This design comes from an exercise in tuning for small area on the open sky130 flow, not from production work.
No run shown here included a check of the RTL's function; only the layout flow was run.
No activity file was given, so power comes from the tool's default toggle rates.

**flow/run.sh**
```bash
#!/bin/bash
# synth_recipe.tcl (not shown) runs the flow's synth.tcl, then flattens the netlist and writes it again
# the make line also repeats each setting of config.mk as NAME=value (left out here)
make -C /OpenROAD-flow-scripts/flow DESIGN_CONFIG=/design/flow/config.mk WORK_HOME=/design/flow/orfs CLKGATE_MAP_FILE= SYNTH_SCRIPT=/design/flow/synth_recipe.tcl finish
```
**flow/config.mk**
```make
export PLATFORM = sky130hd
export DESIGN_NAME = top_multi_sensor_lcd_uart
export DESIGN_NICKNAME = top_multi_sensor_lcd_uart
export VERILOG_FILES = /design/flow/design.v
export SDC_FILE = /design/flow/constraint.sdc
export NUM_CORES = 4
export LEC_CHECK = 0
export CAP_MARGIN = 20
export CORE_MARGIN = 2
export CORE_UTILIZATION = 40
export CTS_BUF_LIST = sky130_fd_sc_hd__clkbuf_4 sky130_fd_sc_hd__clkbuf_8
export CTS_CLUSTER_DIAMETER = 60
export CTS_CLUSTER_SIZE = 20
export HOLD_SLACK_MARGIN = 0
export SLEW_MARGIN = 20
```
**flow/constraint.sdc**
```tcl
create_clock -name core_clock -period 20.0 [get_ports {clk}]
set_input_delay 4.0000 -clock core_clock [delete_from_list [all_inputs] [get_ports {clk}]]
set_output_delay 4.0000 -clock core_clock [all_outputs]
set_load 0.01 [all_outputs]
```
**flow/design.v**
```verilog
module uart_logger (
    input  wire        clk,
    input  wire        reset,
    input  wire        lux_valid,
    input  wire [15:0] lux_value,
    input  wire        ads_valid,
    input  wire [6:0]  humidity,
    output wire        tx
);
reg [8:0]  u_cnt;        
reg [1:0]  u_byte;
reg [15:0] u_buf;
reg        u_lux;
always @(posedge clk or negedge reset) begin
    if (!reset) begin
        u_cnt <= 9'd0; u_byte <= 2'd0;
    end else if (u_cnt == 9'd0) begin
        if (lux_valid || ads_valid) begin
            u_cnt <= 9'd108; u_byte <= 2'd0;
        end
    end else if (u_cnt == 9'd372) begin
        u_cnt  <= (u_byte == 2'd3) ? 9'd0 : 9'd108;
        u_byte <= u_byte + 2'd1;
    end else begin
        u_cnt <= u_cnt + 9'd1;
    end
end
always @(posedge clk) begin
    if (u_cnt == 9'd0) begin
        u_lux <= lux_valid;
        u_buf <= lux_valid ? lux_value : {9'd0, humidity};
    end
end
reg [7:0] u_data;
always @(*) begin
    case (u_byte)
        2'd0: u_data = u_lux ? 8'hAA : 8'hBB;
        2'd1: u_data = u_buf[15:8];
        2'd2: u_data = u_buf[7:0];
        default: u_data = 8'h0A;
    endcase
end
assign tx = (u_cnt[8:4] == 5'b00111) ? 1'b0 :
            (u_cnt[8:7] == 2'b01)    ? u_data[u_cnt[6:4]] : 1'b1;
endmodule
module i2c_sensors (
    input  wire        clk,
    input  wire        reset,
    input  wire        active_sensor,
    input  wire [5:0]  div50,
    input  wire        i2c_step,
    input  wire        sda_in,
    output wire        sclk,
    output wire        sda_out,
    output wire        sda_oe,
    input  wire [15:0] latched_lux,
    output wire        ads_valid,
    output reg  [6:0]  humidity,
    output reg         lux_valid,
    output wire [15:0] lux_value
);
reg  [7:0] i2c_pos;
wire       is_bh = &i2c_pos[7:4];
wire [3:0] bh_s  = is_bh ? i2c_pos[3:0] : 4'd0;
reg  [5:0] bh_c;         
reg  [5:0] bh_w;         
reg        bh_sclk;
localparam B_WRITE = 4'd5, B_READ = 4'd12, B_SPR = 4'd13, B_SPRR = 4'd14, B_SPRS = 4'd15;
reg       ads_sclk, ads_oe, ads_sda, ads_cap;
reg [6:0] ac;
always @(*) begin
    ads_sclk = 1'b1; ads_oe = 1'b1; ads_sda = 1'b1; ads_cap = 1'b0; ac = 7'd0;
    if (i2c_pos >= 8'd5 && i2c_pos <= 8'd76) begin               
        ac = i2c_pos - 8'd5;
        ads_sclk = ac[0];
        ads_oe = !(ac[6:1] == 6'd8 || ac[6:1] == 6'd17 || ac[6:1] == 6'd26 || ac[6:1] == 6'd35);
        case (ac[6:1])
            6'd0: ads_sda = 1'b1; 6'd1: ads_sda = 1'b0; 6'd2: ads_sda = 1'b0; 6'd3: ads_sda = 1'b1;
            6'd4: ads_sda = 1'b0; 6'd5: ads_sda = 1'b0; 6'd6: ads_sda = 1'b0; 6'd7: ads_sda = 1'b0;
            6'd9:  ads_sda = 1'b0; 6'd10: ads_sda = 1'b0; 6'd11: ads_sda = 1'b0; 6'd12: ads_sda = 1'b0;
            6'd13: ads_sda = 1'b0; 6'd14: ads_sda = 1'b0; 6'd15: ads_sda = 1'b0; 6'd16: ads_sda = 1'b1;
            6'd18: ads_sda = 1'b1; 6'd19: ads_sda = 1'b1; 6'd20: ads_sda = 1'b0; 6'd21: ads_sda = 1'b0;
            6'd22: ads_sda = 1'b0; 6'd23: ads_sda = 1'b0; 6'd24: ads_sda = 1'b1; 6'd25: ads_sda = 1'b1;
            6'd27: ads_sda = 1'b1; 6'd28: ads_sda = 1'b0; 6'd29: ads_sda = 1'b0; 6'd30: ads_sda = 1'b0;
            6'd31: ads_sda = 1'b0; 6'd32: ads_sda = 1'b0; 6'd33: ads_sda = 1'b1; 6'd34: ads_sda = 1'b1;
            default: ads_sda = 1'b1;
        endcase
    end else if (i2c_pos >= 8'd114 && i2c_pos <= 8'd149) begin   
        ac = i2c_pos - 8'd114;
        ads_sclk = ac[0];
        ads_oe = !(ac[6:1] == 6'd8 || ac[6:1] == 6'd17);
        case (ac[6:1])
            6'd0: ads_sda = 1'b1; 6'd1: ads_sda = 1'b0; 6'd2: ads_sda = 1'b0; 6'd3: ads_sda = 1'b1;
            6'd4: ads_sda = 1'b0; 6'd5: ads_sda = 1'b0; 6'd6: ads_sda = 1'b0; 6'd7: ads_sda = 1'b0;
            6'd9:  ads_sda = 1'b0; 6'd10: ads_sda = 1'b0; 6'd11: ads_sda = 1'b0; 6'd12: ads_sda = 1'b0;
            6'd13: ads_sda = 1'b0; 6'd14: ads_sda = 1'b0; 6'd15: ads_sda = 1'b0; 6'd16: ads_sda = 1'b0;
            default: ads_sda = 1'b1;
        endcase
    end else if (i2c_pos >= 8'd156 && i2c_pos <= 8'd209) begin   
        ac = i2c_pos - 8'd156;
        ads_sclk = ac[0];
        ads_oe = (ac <= 7'd15) || ac[6:1] == 6'd17 || ac[6:1] == 6'd26;
        case (ac[6:1])
            6'd0: ads_sda = 1'b1; 6'd1: ads_sda = 1'b0; 6'd2: ads_sda = 1'b0; 6'd3: ads_sda = 1'b1;
            6'd4: ads_sda = 1'b0; 6'd5: ads_sda = 1'b0; 6'd6: ads_sda = 1'b0; 6'd7: ads_sda = 1'b1;
            6'd17: ads_sda = 1'b0;
            default: ads_sda = 1'b1;
        endcase
        ads_cap = ac[0] && ((ac >= 7'd19 && ac <= 7'd33) || (ac >= 7'd37 && ac <= 7'd51));
    end else begin
        case (i2c_pos)
            8'd4, 8'd113, 8'd155, 8'd77, 8'd150, 8'd210: ads_sclk = 1'b0;
            default: ads_sclk = 1'b1;
        endcase
        case (i2c_pos)
            8'd3, 8'd4, 8'd77, 8'd78, 8'd112, 8'd113, 8'd150, 8'd151,
            8'd154, 8'd155, 8'd210, 8'd211: ads_sda = 1'b0;
            default: ads_sda = 1'b1;
        endcase
    end
end
assign ads_valid = (i2c_pos == 8'd211) || (i2c_pos == 8'd212);
reg bh_oe, bh_sda, bh_cap;
always @(*) begin
    bh_oe = 1'b1; bh_sda = 1'b1; bh_cap = 1'b0;
    case (bh_s)
        4'd1: bh_sda = 1'b1;                        
        4'd2, 4'd3, 4'd4: bh_sda = 1'b0;            
        B_WRITE: begin
            bh_oe = (bh_c <= 6'd15) || (bh_c >= 6'd18 && bh_c <= 6'd33);
            case (bh_c[5:1])
                5'd0: bh_sda = 1'b0; 5'd1: bh_sda = 1'b1; 5'd2: bh_sda = 1'b0; 5'd3: bh_sda = 1'b0;
                5'd4: bh_sda = 1'b0; 5'd5: bh_sda = 1'b1; 5'd6: bh_sda = 1'b1; 5'd7: bh_sda = 1'b0;
                5'd9: bh_sda = 1'b0; 5'd10: bh_sda = 1'b0; 5'd11: bh_sda = 1'b0; 5'd12: bh_sda = 1'b1;
                5'd13: bh_sda = 1'b0; 5'd14: bh_sda = 1'b0; 5'd15: bh_sda = 1'b0; 5'd16: bh_sda = 1'b1;
                default: bh_sda = 1'b1;
            endcase
        end
        4'd6, 4'd7: bh_sda = 1'b0;                  
        4'd8: bh_sda = 1'b1;                        
        4'd9, 4'd10, 4'd11: bh_sda = 1'b0;          
        B_READ: begin
            bh_oe = (bh_c <= 6'd15) || bh_c[5:1] == 5'd17 || bh_c[5:1] == 5'd26;
            case (bh_c[5:1])
                5'd0: bh_sda = 1'b0; 5'd1: bh_sda = 1'b1; 5'd2: bh_sda = 1'b0; 5'd3: bh_sda = 1'b0;
                5'd4: bh_sda = 1'b0; 5'd5: bh_sda = 1'b1; 5'd6: bh_sda = 1'b1; 5'd7: bh_sda = 1'b1;
                5'd17: bh_sda = 1'b0;
                default: bh_sda = 1'b1;
            endcase
            bh_cap = bh_c[0] && ((bh_c >= 6'd19 && bh_c <= 6'd33) || (bh_c >= 6'd37 && bh_c <= 6'd51));
        end
        B_SPR, B_SPRR: bh_sda = 1'b0;
        default: bh_sda = 1'b1;
    endcase
end
assign sclk    = active_sensor ? bh_sclk : ads_sclk;
assign sda_out = active_sensor ? bh_sda  : ads_sda;
assign sda_oe  = active_sensor ? bh_oe   : ads_oe;
always @(posedge clk or negedge reset) begin
    if (!reset) begin
        i2c_pos <= 8'd0;
    end else if (i2c_step) begin
        if (!active_sensor) begin
            if (is_bh || i2c_pos == 8'd212) i2c_pos <= 8'd1;
            else                            i2c_pos <= i2c_pos + 8'd1;
        end else if (!is_bh) begin
            i2c_pos <= 8'hF1;
        end else begin
            case (bh_s)
                B_WRITE: if (bh_c == 6'd35) i2c_pos <= 8'hF6;
                B_READ:  if (bh_c == 6'd53) i2c_pos <= 8'hFD;
                B_SPRS:  if (bh_w[5] & bh_w[4] & bh_w[3] & bh_w[2]) i2c_pos <= 8'hF9;
                default: i2c_pos <= i2c_pos + 8'd1;
            endcase
        end
    end
end
always @(posedge clk or negedge reset) begin
    if (!reset) begin
        bh_c <= 6'd0; bh_w <= 6'd0; bh_sclk <= 1'b1; lux_valid <= 1'b0;
    end else if (i2c_step) begin
        case (bh_s)
            4'd3, 4'd10: bh_sclk <= 1'b0;
            4'd4, 4'd8, 4'd11: ;
            B_WRITE: begin
                bh_sclk <= ~bh_sclk;
                bh_c    <= (bh_c >= 6'd35) ? bh_c - 6'd35 : bh_c + 6'd1;
            end
            B_READ: begin
                bh_sclk <= ~bh_sclk;
                bh_c    <= (bh_c == 6'd53) ? 6'd0 : bh_c + 6'd1;
            end
            B_SPRS: bh_w <= (bh_w[5] & bh_w[4] & bh_w[3] & bh_w[2]) ? 6'd0 : bh_w + 6'd1;
            default: bh_sclk <= 1'b1;
        endcase
        if (!active_sensor)                   lux_valid <= 1'b0;
        else if (bh_s == B_SPR)               lux_valid <= 1'b1;
        else if (bh_s == B_SPRS && bh_w == 0) lux_valid <= 1'b0;
    end
end
reg  [15:0] rx;
reg  [10:0] hacc;        
reg         hbr;         
reg         hneg;        
wire        hcalc = (i2c_pos == 8'd208) && (div50 <= 6'd25);
wire        hsub  = !div50[5] && !div50[4];                  
wire        hkeep = hcalc && div50 >= 6'd18;                 
wire        kbit  = (16'h5DC0 >> div50[3:0]) & 1'b1;         
wire        xbit  = rx[div50[3:0]];
wire        bin   = (div50 == 6'd0) ? 1'b0 : hbr;
wire        dbit  = kbit ^ xbit ^ bin;
wire        bout  = (!kbit & (xbit | bin)) | (xbit & bin);
wire [11:0] hsum  = {1'b0, hacc} + ((hsub & dbit) ? 12'd1589 : 12'd0);
always @(posedge clk) begin
    if (i2c_step && (ads_cap || bh_cap) || hkeep)
        rx <= {rx[14:0], hcalc ? hsum[0] : sda_in};
end
always @(posedge clk) begin
    hacc <= hcalc ? hsum[11:1] : 11'd0;
    if (hcalc && hsub) hbr <= bout;
    if (hcalc && div50 == 6'd15) hneg <= xbit;
end
wire [7:0] hraw = {rx[0], rx[1], rx[2], rx[3], rx[4], rx[5], rx[6], rx[7]};
always @(*) begin
    if (hneg)               humidity = 7'd100;
    else if (hbr)           humidity = 7'd0;
    else if (hraw > 8'd100) humidity = 7'd100;
    else                    humidity = hraw[6:0];
end
assign lux_value = (i2c_pos == 8'hFE) ? rx : latched_lux;
endmodule
module lcd_display (
    input  wire        clk,
    input  wire        reset,
    input  wire        lcd_run,      
    input  wire [6:0]  number1,
    input  wire [15:0] number2,
    output reg         rs,
    output wire        enable,
    output reg  [7:0]  data
);
reg [4:0] lcd_div;
wire lcd_step = (lcd_div == 5'd15);
assign enable = lcd_div[4];
always @(posedge clk or negedge reset) begin
    if (!reset) lcd_div <= 5'd0;
    else        lcd_div <= lcd_div + 5'd1;
end
reg        bcd_sel;
reg [5:0]  bcd_t;
reg [19:0] dd;
reg [8:0]  bcd1;
reg [18:0] bcd2;
always @(posedge clk or negedge reset) begin
    if (!reset) begin
        bcd_sel <= 1'b0; bcd_t <= 6'd0;
    end else if (!lcd_run) begin
        bcd_sel <= 1'b0; bcd_t <= 6'd0;
    end else if (bcd_t == 6'd35) begin
        bcd_sel <= ~bcd_sel; bcd_t <= 6'd0;
    end else begin
        bcd_t <= bcd_t + 6'd1;
    end
end
function [3:0] corr;
    input [3:0] v;
    corr = (v >= 4'd5) ? v + 4'd3 : v;
endfunction
wire        dd_it = (bcd_t[5:4] == 2'b01);
wire [15:0] dd_in = bcd_sel ? number2 : {9'd0, number1};
reg  [19:0] ddc;
always @(*) begin
    ddc = dd;
    if (dd_it)                           ddc[3:0]   = corr(dd[3:0]);
    if (dd_it && bcd_t[3:2] != 2'b00)    ddc[7:4]   = corr(dd[7:4]);
    if (dd_it && bcd_t[3])               ddc[11:8]  = corr(dd[11:8]);
    if (dd_it && bcd_t[3:2] == 2'b11)    ddc[15:12] = corr(dd[15:12]);
end
always @(posedge clk) begin
    if (bcd_t == 6'd0) dd <= {dd_in[10:0], 4'd0, dd_in[15:11]};
    else               dd <= {ddc[18:0], ddc[19]};
    if (bcd_t == 6'd35) begin
        if (bcd_sel) bcd2 <= {dd[1:0], dd[19:3]};
        else         bcd1 <= dd[11:3];
    end
end
reg [5:0] lcd_pos;
always @(posedge clk or negedge reset) begin
    if (!reset)         lcd_pos <= 6'd0;
    else if (!lcd_run)  lcd_pos <= 6'd0;
    else if (lcd_step)  lcd_pos <= (lcd_pos == 6'd49) ? 6'd38 : lcd_pos + 6'd1;
end
function [7:0] static_text;
    input [4:0] a;
    case (a)
        5'd0:  static_text = 8'h48; 5'd1:  static_text = 8'h75; 5'd2:  static_text = 8'h6D;
        5'd3:  static_text = 8'h65; 5'd4:  static_text = 8'h64; 5'd5:  static_text = 8'h61;
        5'd6:  static_text = 8'h64; 5'd7:  static_text = 8'h28; 5'd8:  static_text = 8'h25;
        5'd9:  static_text = 8'h29;
        5'd16: static_text = 8'h56; 5'd17: static_text = 8'h61; 5'd18: static_text = 8'h6C;
        5'd19: static_text = 8'h6F; 5'd20: static_text = 8'h72; 5'd21: static_text = 8'h5F;
        5'd22: static_text = 8'h4C; 5'd23: static_text = 8'h75; 5'd24: static_text = 8'h78;
        default: static_text = 8'h20;
    endcase
endfunction
function [4:0] digit_of;
    input [18:0] b;
    input [2:0]  j;
    reg z4, z3, z2, z1;
    begin
        z4 = (b[18:16] == 3'd0);
        z3 = z4 && (b[15:12] == 4'd0);
        z2 = z3 && (b[11:8] == 4'd0);
        z1 = z2 && (b[7:4] == 4'd0);
        case (j)
            3'd0: digit_of = {z4, 1'b0, b[18:16]};
            3'd1: digit_of = {z3, b[15:12]};
            3'd2: digit_of = {z2, b[11:8]};
            3'd3: digit_of = {z1, b[7:4]};
            default: digit_of = {1'b0, b[3:0]};
        endcase
    end
endfunction
reg [4:0] lcd_dig;       
always @(posedge clk) begin
    if (lcd_step) begin
        if (lcd_pos >= 6'd39 && lcd_pos <= 6'd43)
            lcd_dig <= digit_of({10'd0, bcd1}, lcd_pos[2:0] - 3'd7);
        else if (lcd_pos >= 6'd45)
            lcd_dig <= digit_of(bcd2, lcd_pos[2:0] - 3'd5);
        else
            lcd_dig <= 5'b10000;     
    end
end
wire lcd_dyn = (lcd_pos == 6'd38) || (lcd_pos >= 6'd40 && lcd_pos <= 6'd44) || (lcd_pos >= 6'd46);
always @(*) begin
    rs = 1'b1; data = 8'h00;
    if (lcd_pos <= 6'd5) begin
        rs = 1'b0;
        case (lcd_pos[2:0])
            3'd2: data = 8'h38; 3'd3: data = 8'h06; 3'd4: data = 8'h0C; 3'd5: data = 8'h01;
            default: data = 8'h00;
        endcase
    end else if (lcd_pos <= 6'd21) begin
        data = static_text({1'b0, lcd_pos[3:0] - 4'd6});
    end else if (lcd_pos == 6'd22) begin
        rs = 1'b0; data = 8'hC0;
    end else if (lcd_pos <= 6'd37) begin
        data = static_text({1'b1, lcd_pos[3:0] - 4'd7});
    end else if (lcd_pos == 6'd39) begin
        rs = 1'b0; data = 8'h8B;
    end else if (lcd_pos == 6'd45) begin
        rs = 1'b0; data = 8'hCB;
    end
    if (lcd_dyn)
        data = lcd_dig[4] ? 8'h20 : {4'h3, lcd_dig[3:0]};
end
endmodule
module top_multi_sensor_lcd_uart (
    input  wire        clk,
    input  wire        reset,        
    output wire        I2C_SCLK,
    input  wire        i2c_sda_in,
    output wire        i2c_sda_out,
    output wire        i2c_sda_oe,
    output wire        rs,
    output wire        rw,
    output wire        enable,
    output wire [7:0]  data,
    output wire        uart_tx_pin
);
reg [15:0] tmr;
reg        active_sensor;            
wire       tmr_end = (tmr == 16'hBFE3);
wire       tmr_fb  = ~(tmr[15] ^ tmr[14] ^ tmr[12] ^ tmr[3]) ^ tmr_end;
always @(posedge clk or negedge reset) begin
    if (!reset) begin
        tmr           <= 16'h7FC6;
        active_sensor <= 1'b0;
    end else begin
        tmr           <= {tmr[14:0], tmr_fb};
        if (tmr_end) active_sensor <= ~active_sensor;
    end
end
reg lcd_run;
always @(posedge clk or negedge reset) begin
    if (!reset) lcd_run <= 1'b0;
    else if (tmr[13] & tmr[12] & tmr[10] & tmr[5] & ~tmr[9] & ~tmr[2] & ~tmr[1] & ~tmr[0])
        lcd_run <= 1'b1;
end
reg [5:0] div50;
wire i2c_step = div50[5] & div50[4] & ~div50[1] & div50[0];      
always @(posedge clk or negedge reset) begin
    if (!reset)        div50 <= 6'd63;
    else if (i2c_step) div50 <= 6'd0;
    else               div50 <= div50 + 6'd1;
end
wire        ads_valid, lux_valid;
wire [6:0]  humidity;
wire [15:0] lux_value;
reg  [15:0] latched_lux;
reg  [6:0]  latched_hum;
i2c_sensors u_i2c (
    .clk(clk), .reset(reset), .active_sensor(active_sensor),
    .div50(div50), .i2c_step(i2c_step),
    .sda_in(i2c_sda_in), .sclk(I2C_SCLK), .sda_out(i2c_sda_out), .sda_oe(i2c_sda_oe),
    .latched_lux(latched_lux),
    .ads_valid(ads_valid), .humidity(humidity),
    .lux_valid(lux_valid), .lux_value(lux_value)
);
always @(posedge clk or negedge reset) begin
    if (!reset) begin
        latched_lux <= 16'd0;
        latched_hum <= 7'd0;
    end else begin
        if (ads_valid) latched_hum <= humidity;
        if (lux_valid) latched_lux <= lux_value;
    end
end
uart_logger u_uart (
    .clk(clk), .reset(reset),
    .lux_valid(lux_valid), .lux_value(lux_value),
    .ads_valid(ads_valid), .humidity(humidity),
    .tx(uart_tx_pin)
);
lcd_display u_lcd (
    .clk(clk), .reset(reset), .lcd_run(lcd_run),
    .number1(latched_hum), .number2(latched_lux),
    .rs(rs), .enable(enable), .data(data)
);
assign rw = 1'b0;
endmodule
```
==> results of run 1 <==
[sequential cells by signal, summed over array words and instances, names as in the netlist, 6 cells and up]
name	cells
div50	6
latched_hum	7
latched_lux	16
tmr	16
u_i2c.bh_c	6
u_i2c.bh_w	6
u_i2c.hacc	11
u_i2c.i2c_pos	8
u_i2c.rx	16
u_lcd.bcd1	9
u_lcd.bcd2	19
u_lcd.bcd_t	6
u_lcd.dd	20
u_lcd.lcd_pos	6
u_uart.u_buf	16
u_uart.u_cnt	9
[synthesized netlist by cell type (8+ instances only)]
master	instances	share of area
sky130_fd_sc_hd__xnor2_1	33	0.024
sky130_fd_sc_hd__a21boi_0	14	0.0086
sky130_fd_sc_hd__o21bai_1	10	0.0061
sky130_fd_sc_hd__or3_1	10	0.0051
sky130_fd_sc_hd__a21oi_1	90	0.037
sky130_fd_sc_hd__a22oi_1	9	0.0055
sky130_fd_sc_hd__nor2_1	89	0.027
sky130_fd_sc_hd__a31oi_1	17	0.0087
sky130_fd_sc_hd__buf_4	8	0.0049
sky130_fd_sc_hd__nand4_1	13	0.0067
sky130_fd_sc_hd__buf_2	22	0.0090
sky130_fd_sc_hd__o31ai_1	13	0.0080
sky130_fd_sc_hd__ha_1	74	0.076
sky130_fd_sc_hd__mux2_2	15	0.014
sky130_fd_sc_hd__nand2b_1	14	0.0072
sky130_fd_sc_hd__nor4_1	16	0.0082
sky130_fd_sc_hd__o22ai_1	12	0.0061
sky130_fd_sc_hd__nor3_1	29	0.012
sky130_fd_sc_hd__and2_1	14	0.0072
sky130_fd_sc_hd__dfxtp_1	31	0.051
sky130_fd_sc_hd__clkbuf_1	40	0.012
sky130_fd_sc_hd__edfxtp_1	68	0.17
sky130_fd_sc_hd__dfstp_2	18	0.039
sky130_fd_sc_hd__dfrtp_1	80	0.16
sky130_fd_sc_hd__xor2_1	15	0.011
sky130_fd_sc_hd__nand2_1	138	0.042
sky130_fd_sc_hd__o21ai_1	10	0.0041
sky130_fd_sc_hd__nor3b_1	11	0.0068
sky130_fd_sc_hd__and3_1	9	0.0046
sky130_fd_sc_hd__inv_1	63	0.019
sky130_fd_sc_hd__mux2_1	9	0.0083
sky130_fd_sc_hd__o21ai_0	81	0.033
sky130_fd_sc_hd__nand3_1	41	0.017
sky130_fd_sc_hd__nor2b_1	18	0.0092
sky130_fd_sc_hd__mux2i_1	16	0.013
sky130_fd_sc_hd__o211ai_1	11	0.0068
[per-layer routing]
| layer | routed length [µm] | vias up |
|---|---|---|
| met5 | 0 | - |
| met1 | 14400 | 4533 |
| met2 | 12100 | 182 |
| li1 | - | 4680 |
| met3 | 1010 | 30 |
| met4 | 499 | 0 |
[cells by family after synthesis]
group / Yosys count / share of synthesized area
flops: 197 / 0.421
simple gates: 440 / 0.181
other cells: 1 / 0.000307
fa+ha+maj: 75 / 0.0775
xor+xnor: 48 / 0.0344
buf+inv: 143 / 0.0493
mux: 43 / 0.0408
compound gates: 361 / 0.196
[area by class of cell]
class	instances	area [µm²]
Clock inverter	13	133
Timing Repair Buffer	22	203
Tap cell	390	488
Multi-Input combinational cell	968	6470
Fill cell	2884	17000
Inverter	66	248
Sequential cell	197	5140
Clock buffer	19	249
[where the power goes]
part	leakage, nW	switching [mW]	internal, mW
logic	2.51	0.00436	0.000466
registers	2.26	0	0.414
clock network	0.199	0.156	0.0961
total	4.97	0.161	0.511
[metrics by stage]
step                setup slack (ns)  hold slack [ns]
floorplan                      13.51            0.354
detailed placement             12.58            0.357
finish                         11.95            0.349
global route                   11.72            0.348
CTS                            12.01            0.351
global placement               12.64            0.356
[path summary, 6_finish.rpt]
kind / end / cells after the start / slack [ns]
worst max-delay path: i2c_sda_out / 11 / 11.95
worst min-delay path: tmr[9]$_DFF_PN1_ / 0 / 0.35
worst max register to register: u_i2c.hacc[10]$_SDFF_PN0_ / 14 / 15.66
worst min register to register: tmr[9]$_DFF_PN1_ / 0 / 0.35
max in group asynchronous: latched_hum[3]$_DFFE_PN0P_ / 2 / 15.27
min in group asynchronous: u_uart.u_byte[1]$_DFFE_PN0P_ / 1 / 3.57
==> impl_metrics.csv, run 1 <==
group,metric,value,unit
run_status,outcome,"finished clean",
die,die_area,0.0319,mm²
yosys,syn-mean-instance-area,9.33,µm²
grt,global_route.usage.met2,0.271,
yosys,synthArstFlopShare,0.497,
grt,grt-ovfl-total,0,
die,die-width,179,µm
critical_path,cp.buffers_inverters,3,
critical_path,path_cells,"inv_1 -> ha_1 -> xnor2_1 -> inv_1 -> ha_1 -> a211o_1 -> a31oi_1 -> o21ai_0 -> o22ai_1 -> a31oi_1 -> clkdlybuf4s50_1",
power,total_power,0.671,mW
clock_tree,cts_made_buffers,17,
grt,grt.met3_usage,0.0297,
grt,first_global_vias,8801,
yosys,synthesis.nets,1386,
timing,clock_skew,0.0224,ns
grt,grt_start_max_net_pins,56,
clock_tree,insertion_delay,0.48,ns
place,gp_congestion,0.899,
job,timing.max_cap.violations,0,
place,post-place-cells,1643,
clock_tree,cts.htree.levels,4,
critical_path,critPathMaxFanout,17,
timing,finalHoldViolCount,0,
die,floorplan.initialDensity,0.409,
power,vdd.ir_drop.worst,44.2,µV
die,die_height,179,µm
critical_path,arrival,4.05,ns
drt,drtPass1Iterations,5,
yosys,synthesized_cell_area,0.0122,mm²
timing,timing.final.crit_share,0.402,
yosys,synthesized_netlist_cell_count,1308,
drt,via_count,9425,
drt,drc_errors,0,
final_layout,layoutNonFillerInstCount,1675,
timing,final_max_slew_viol_count,0,
critical_path,cp_data_required_time,16.00,ns
final_layout,final_util,0.433,
critical_path,cp-startpoint,"u_i2c.i2c_pos[1]$_DFFE_PN0P_",
die,number_of_primary_i_o_pins,18,
die,core_region_area,0.0299,mm²
critical_path,critPathMaxStageDelay,0.76,ns
yosys,count_of_flip_flops_with_a_built_in_enable_after_synthesis,68,
timing,clock.fmax,124,MHz
grt,wire_length_of_the_first_global_routing_pass,46300,µm
place,portBuffers,16,
yosys,prevailing_post_synth_register_cell,"sky130_fd_sc_hd__dfrtp_1",
timing,setup_violations,0,
clock_tree,cts-root-to-sink-buffers,2,
drt,routedWlPerCell,16.8,µm
final_layout,finish.net_count,1350,
critical_path,critPathTopFamily,"compound AO/OA/AOI/OAI gates",
timing,fin_setup_tns,0,ns
grt,grtUsageTotal,0.181,
power,power.static_leakage,4.97,nW
yosys,synth.yosys.warnings,4,
place,post_dp_cell_area,0.0125,mm²
place,dp.final_hpwl,19800,µm
yosys,number_of_distinct_library_cells_after_synthesis,99,
timing,final.min_clock_period,8.05,ns
critical_path,endpoint_kind,"output pin",
clock_tree,cts.sink_count,197,
clock_tree,post_cts_resize_count,0,
drt,drt_iter0_markers,818,
die,rows,63,
grt,met1_track_demand_over_resource,0.270,
critical_path,r2r-start,"div50[0]$_DFF_PN1_",
timing,worst_pin_slew,1.03,ns
drt,final_antenna_net_count,0,
final_layout,drive_gt1_frac,0.0794,
clock_tree,cts_hold_repair.buffers,0,
min_path,beginning_of_the_worst_hold_path,"tmr[8]$_DFF_PN1_",
critical_path,critical_path_class,"reg -> out",
final_layout,diodes,0,
min_path,hold_path.class,"reg -> reg",
timing,slew-limit-headroom,0.316,
yosys,postSynthRegisterBits,197,
clock_tree,tritoncts,"built",
clock_tree,cts_root_buffer,"sky130_fd_sc_hd__clkbuf_8",
final_layout,commonest_non_fill_non_tap_cell_in_the_layout,"sky130_fd_sc_hd__nand2_1",
final_layout,final_design_area_no_fill,0.0129,mm²
power,power_density,51.9,mW/mm²
drt,post_dr_vias_cell,5.63,
drt,routed_wl,28100,µm
timing,grt_setup_unrepaired,"no",
grt,antenna_found_initial,0,
final_layout,layout-area-overhead-vs-synth,5.88,%
critical_path,critical_path.startpoint_type,"register",
grt,global_route.peak_usage_layer,"met2",
clock_tree,clkTransAtPathRegs,0.12,ns
clock_tree,post-cts-setup-buffer-count,0,
final_layout,most-common-layout-cells,"sky130_fd_sc_hd__nand2_1, sky130_fd_sc_hd__a21oi_1, sky130_fd_sc_hd__nor2_1",
yosys,seq_area_frac_synth,0.421,
critical_path,cell_type_of_the_slowest_stage_on_the_worst_timing_path,"sky130_fd_sc_hd__dfrtp_1",
==> inputs of run 2 (changes only) <==
--- a/flow/config.mk
+++ b/flow/config.mk
@@ -6,4 +6,5 @@
 export NUM_CORES = 4
 export LEC_CHECK = 0
+export ABC_AREA = 1
 export CAP_MARGIN = 20
 export CORE_MARGIN = 2
==> run 2 against run 1 <==
  * Still clean on timing, DRC and antenna
  * Via count grew 8.8%
  * Synthesized cell count grew 21%
  * Cell area grew 1.1%
  * Sequential share of layout area shrank 0.43 points
  * Utilization grew 0.59 points
  * Count of clock-buffer cells in the layout shrank 1
  * Worst hold slack gained 0.023 ns
  * Clock skew shrank 0.0027 ns
  * Critical endpoint unchanged
  * Largest power group unchanged
==> impl_metrics.csv, run 2 <==
group,metric,value,unit
grt,first_global_vias,9791,
clock_tree,insertion_delay,0.48,ns
power,vdd.ir_drop.worst,37.6,µV
power,power_density,51.3,mW/mm²
run_status,outcome,"finished clean",
place,gp_congestion,0.911,
clock_tree,tritoncts,"built",
min_path,hold_path.class,"reg -> reg",
timing,slew-limit-headroom,0.491,
yosys,synthesis.nets,1664,
place,post-place-cells,1964,
timing,holdWs,0.372,ns
yosys,yosys.cell_count.top_type,"sky130_fd_sc_hd__nand2_1",
yosys,synth.yosys.warnings,4,
yosys,seq_area_frac_synth,0.422,
drt,top_signal_layer_used,"met4",
yosys,netlist.area_leader.share,0.168,
die,die_height,178,µm
place,post_dp_cell_area,0.0127,mm²
drt,drc_errors,0,
critical_path,cp.buffers_inverters,2,
critical_path,cell_type_of_the_slowest_stage_on_the_worst_timing_path,"sky130_fd_sc_hd__dfrtp_1",
drt,drtPass1Iterations,7,
yosys,yosysTopAreaCell,"sky130_fd_sc_hd__edfxtp_1",
clock_tree,cts_hold_repair.buffers,0,
final_layout,flip_flop_count_of_the_largest_register_all_copies_and_words_added,20,
yosys,ys_top_cells_by_area,"sky130_fd_sc_hd__edfxtp_1, sky130_fd_sc_hd__dfrtp_1, sky130_fd_sc_hd__nand2_1",
clock_tree,clkTransAtPathRegs,0.11,ns
critical_path,cp_data_required_time,16.00,ns
die,die-width,178,µm
grt,grt-ovfl-total,0,
timing,finalWorstSetupSlack,12.32,ns
timing,setup_violations,0,
timing,fin_setup_tns,0,ns
final_layout,largestRegisters,"u_lcd.dd x20, u_lcd.bcd2 x19",
place,placement.setup.worst_slack,12.87,ns
timing,final.min_clock_period,7.68,ns
critical_path,arrival,3.68,ns
grt,grtUsageTotal,0.189,
drt,met2_wirelength,13400,µm
yosys,post_synth_most_frequent_cells,"sky130_fd_sc_hd__nand2_1, sky130_fd_sc_hd__inv_1, sky130_fd_sc_hd__nor2_1",
die,rows,63,
place,portBuffers,16,
critical_path,critical_path_class,"reg -> out",
final_layout,diodes,0,
drt,wirelength_met1,13900,µm
final_layout,layout-area-overhead-vs-synth,7.34,%
final_layout,commonest_non_fill_non_tap_cell_in_the_layout,"sky130_fd_sc_hd__nand2_1",
timing,timing.final.crit_share,0.384,
final_layout,most-common-layout-cells,"sky130_fd_sc_hd__nand2_1, sky130_fd_sc_hd__inv_1, sky130_fd_sc_hd__nor2_1",
critical_path,timing.critical_path.mode_cell,"sky130_fd_sc_hd__nand2_1",
drt,drt_iter0_markers,731,
clock_tree,cts_made_buffers,17,
critical_path,path_cells,"clkinv_1 -> ha_1 -> nand2_1 -> nand2_1 -> nand2_1 -> nand2_1 -> nor2_1 -> nand2_1 -> nand2_1 -> nor2_1 -> nor2_1 -> nor2_1 -> a21oi_1 -> clkdlybuf4s50_1",
timing,finalHoldViolCount,0,
final_layout,finish.net_count,1671,
die,core_region_area,0.0298,mm²
yosys,count_of_flip_flops_with_a_built_in_enable_after_synthesis,68,
grt,wire_length_of_the_first_global_routing_pass,48400,µm
yosys,synthesized_cell_area,0.0122,mm²
clock_tree,cts.sink_count,197,
power,power.static_leakage,5.96,nW
yosys,syn-mean-instance-area,7.68,µm²
clock_tree,post_cts_resize_count,0,
job,timing.max_cap.violations,0,
yosys,synthArstFlopShare,0.497,
drt,routed_wl,28500,µm
final_layout,final_design_area_no_fill,0.0131,mm²
timing,clock.fmax,130,MHz
drt,routedWlPerCell,14.3,µm
final_layout,layoutNonFillerInstCount,1996,
place,dp.final_hpwl,21500,µm
yosys,number_of_distinct_library_cells_after_synthesis,58,
clock_tree,post-cts-setup-buffer-count,0,
die,floorplan.initialDensity,0.409,
yosys,postSynthRegisterBits,197,
yosys,prevailing_post_synth_register_cell,"sky130_fd_sc_hd__dfrtp_1",
die,number_of_primary_i_o_pins,18,
critical_path,critPathMaxStageDelay,0.71,ns
die,die_area,0.0318,mm²
clock_tree,cts.htree.levels,4,
drt,final_antenna_net_count,0,
critical_path,critPathMaxFanout,16,
drt,via_count,10256,
yosys,synthesized_netlist_cell_count,1586,
critical_path,critPathTopFamily,"buffers and inverters",
timing,clock_skew,0.0197,ns
critical_path,critical_path.startpoint_type,"register",
timing,final_max_slew_viol_count,0,
clock_tree,cts_root_buffer,"sky130_fd_sc_hd__clkbuf_8",
grt,antenna_found_initial,0,
critical_path,endpoint_kind,"output pin",
timing,worst_pin_slew,0.761,ns
drt,detailroute.wirelength.met3,772,µm
final_layout,drive_gt1_frac,0.0616,
grt,grt_start_max_net_pins,53,
clock_tree,cts-root-to-sink-buffers,2,
drt,post_dr_vias_cell,5.14,
final_layout,top_register,"u_lcd.dd",
timing,grt_setup_unrepaired,"no",
[run 2: cell types whose count changed after synthesis, moves of 15 or more]
cell                       previous run  this run
sky130_fd_sc_hd__inv_1               63       213
sky130_fd_sc_hd__mux2i_1             16         0
sky130_fd_sc_hd__xnor2_1             33         3
sky130_fd_sc_hd__clkbuf_1            40        15
sky130_fd_sc_hd__a21oi_1             90        66
sky130_fd_sc_hd__o22ai_1             12        29
sky130_fd_sc_hd__nand2_1            138       385
sky130_fd_sc_hd__nor2_1              89       156
sky130_fd_sc_hd__o21ai_0             81       123
sky130_fd_sc_hd__buf_2               22         6
sky130_fd_sc_hd__nand3_1             41       113
sky130_fd_sc_hd__nor2b_1             18         0
sky130_fd_sc_hd__mux2_2              15         0
[run 2: final timing paths]
path                                              startpoint                      endpoint  slack [ns]  cells after the start
worst min-delay path                        tmr[7]$_DFF_PN1_              tmr[8]$_DFF_PN1_        0.37                      0
min in group asynchronous                              reset    u_lcd.lcd_div[4]$_DFF_PN0_        3.52                      1
worst min register to register              tmr[7]$_DFF_PN1_              tmr[8]$_DFF_PN1_        0.37                      0
worst max-delay path            u_i2c.i2c_pos[3]$_DFFE_PN0P_                   i2c_sda_out       12.32                     14
max in group asynchronous                              reset  u_lcd.lcd_pos[1]$_DFFE_PN0P_       15.34                      2
worst max register to register            div50[0]$_DFF_PN1_      u_i2c.hacc[9]$_SDFF_PN0_       16.10                     16
[run 2: layer usage]
layer / vias up / global-route usage
li1: 5250 / -
met1: 4800 / 0.255
met2: 175 / 0.317
met3: 31 / 0.0264
met4: 0 / 0.0512
met5: - / 0
[run 2: cells by family after synthesis]
family | Yosys count | share of synthesized area
other | 1 | 0.000308
buffers and inverters | 255 | 0.0817
AOI/OAI and AO/OA | 281 | 0.130
and+or+nand+nor | 748 | 0.267
DFF | 197 | 0.422
xor gates and xnor gates | 29 | 0.0209
adders and majority gates | 75 | 0.0777
[run 2: area by class of cell]
class	count	area (µm²)
multi-input combinational	1134	6040
clock buffer	18	248
fill	3000	16700
tap	390	488
sequential	197	5140
timing repair buffer	19	180
clock inverter	14	129
inverter	224	843
[run 2: power by group]
group | switching [mW] | internal [mW]
Combinational | 0.00403 | 0.000460
Sequential | 0 | 0.414
Clock | 0.156 | 0.0958
[run 2: per-stage QoR]
step / power, mW / utilization
after floorplan: 0.423 / -
after global placement: 0.427 / 0.426
after detailed placement: 0.427 / 0.426
after CTS: 0.681 / 0.439
after global routing: 0.695 / 0.439
final: 0.670 / 0.439

[separate check: timing with driven ports]
Ports are ideal in the flow. The routed layouts listed here were re-timed in OpenROAD.
Step 1, drivers: a clkbuf_16 drives clk and a buf_2 each remaining input, both assumed.
Step 2 times the ports against the registers' clock, not the clock port: input delays grow and output delays shrink by t, the midpoint of the rising clock arrivals with the driver on.
a / b / c = no drivers / after step 1 / after step 2; a / b = the first two.
| run | t (ns) | slack for setup (ns) | worst setup path after step 2 | worst data-port slew with drivers (ns) |
|---|---|---|---|---|
| run 1 | 0.512 | 11.951 / 11.904 / 12.416 | register to output | 0.03 |
| run 2 | 0.518 | 12.323 / 12.276 / 12.795 | register to output | 0.05 |
After both steps setup and hold are still met in every run listed.
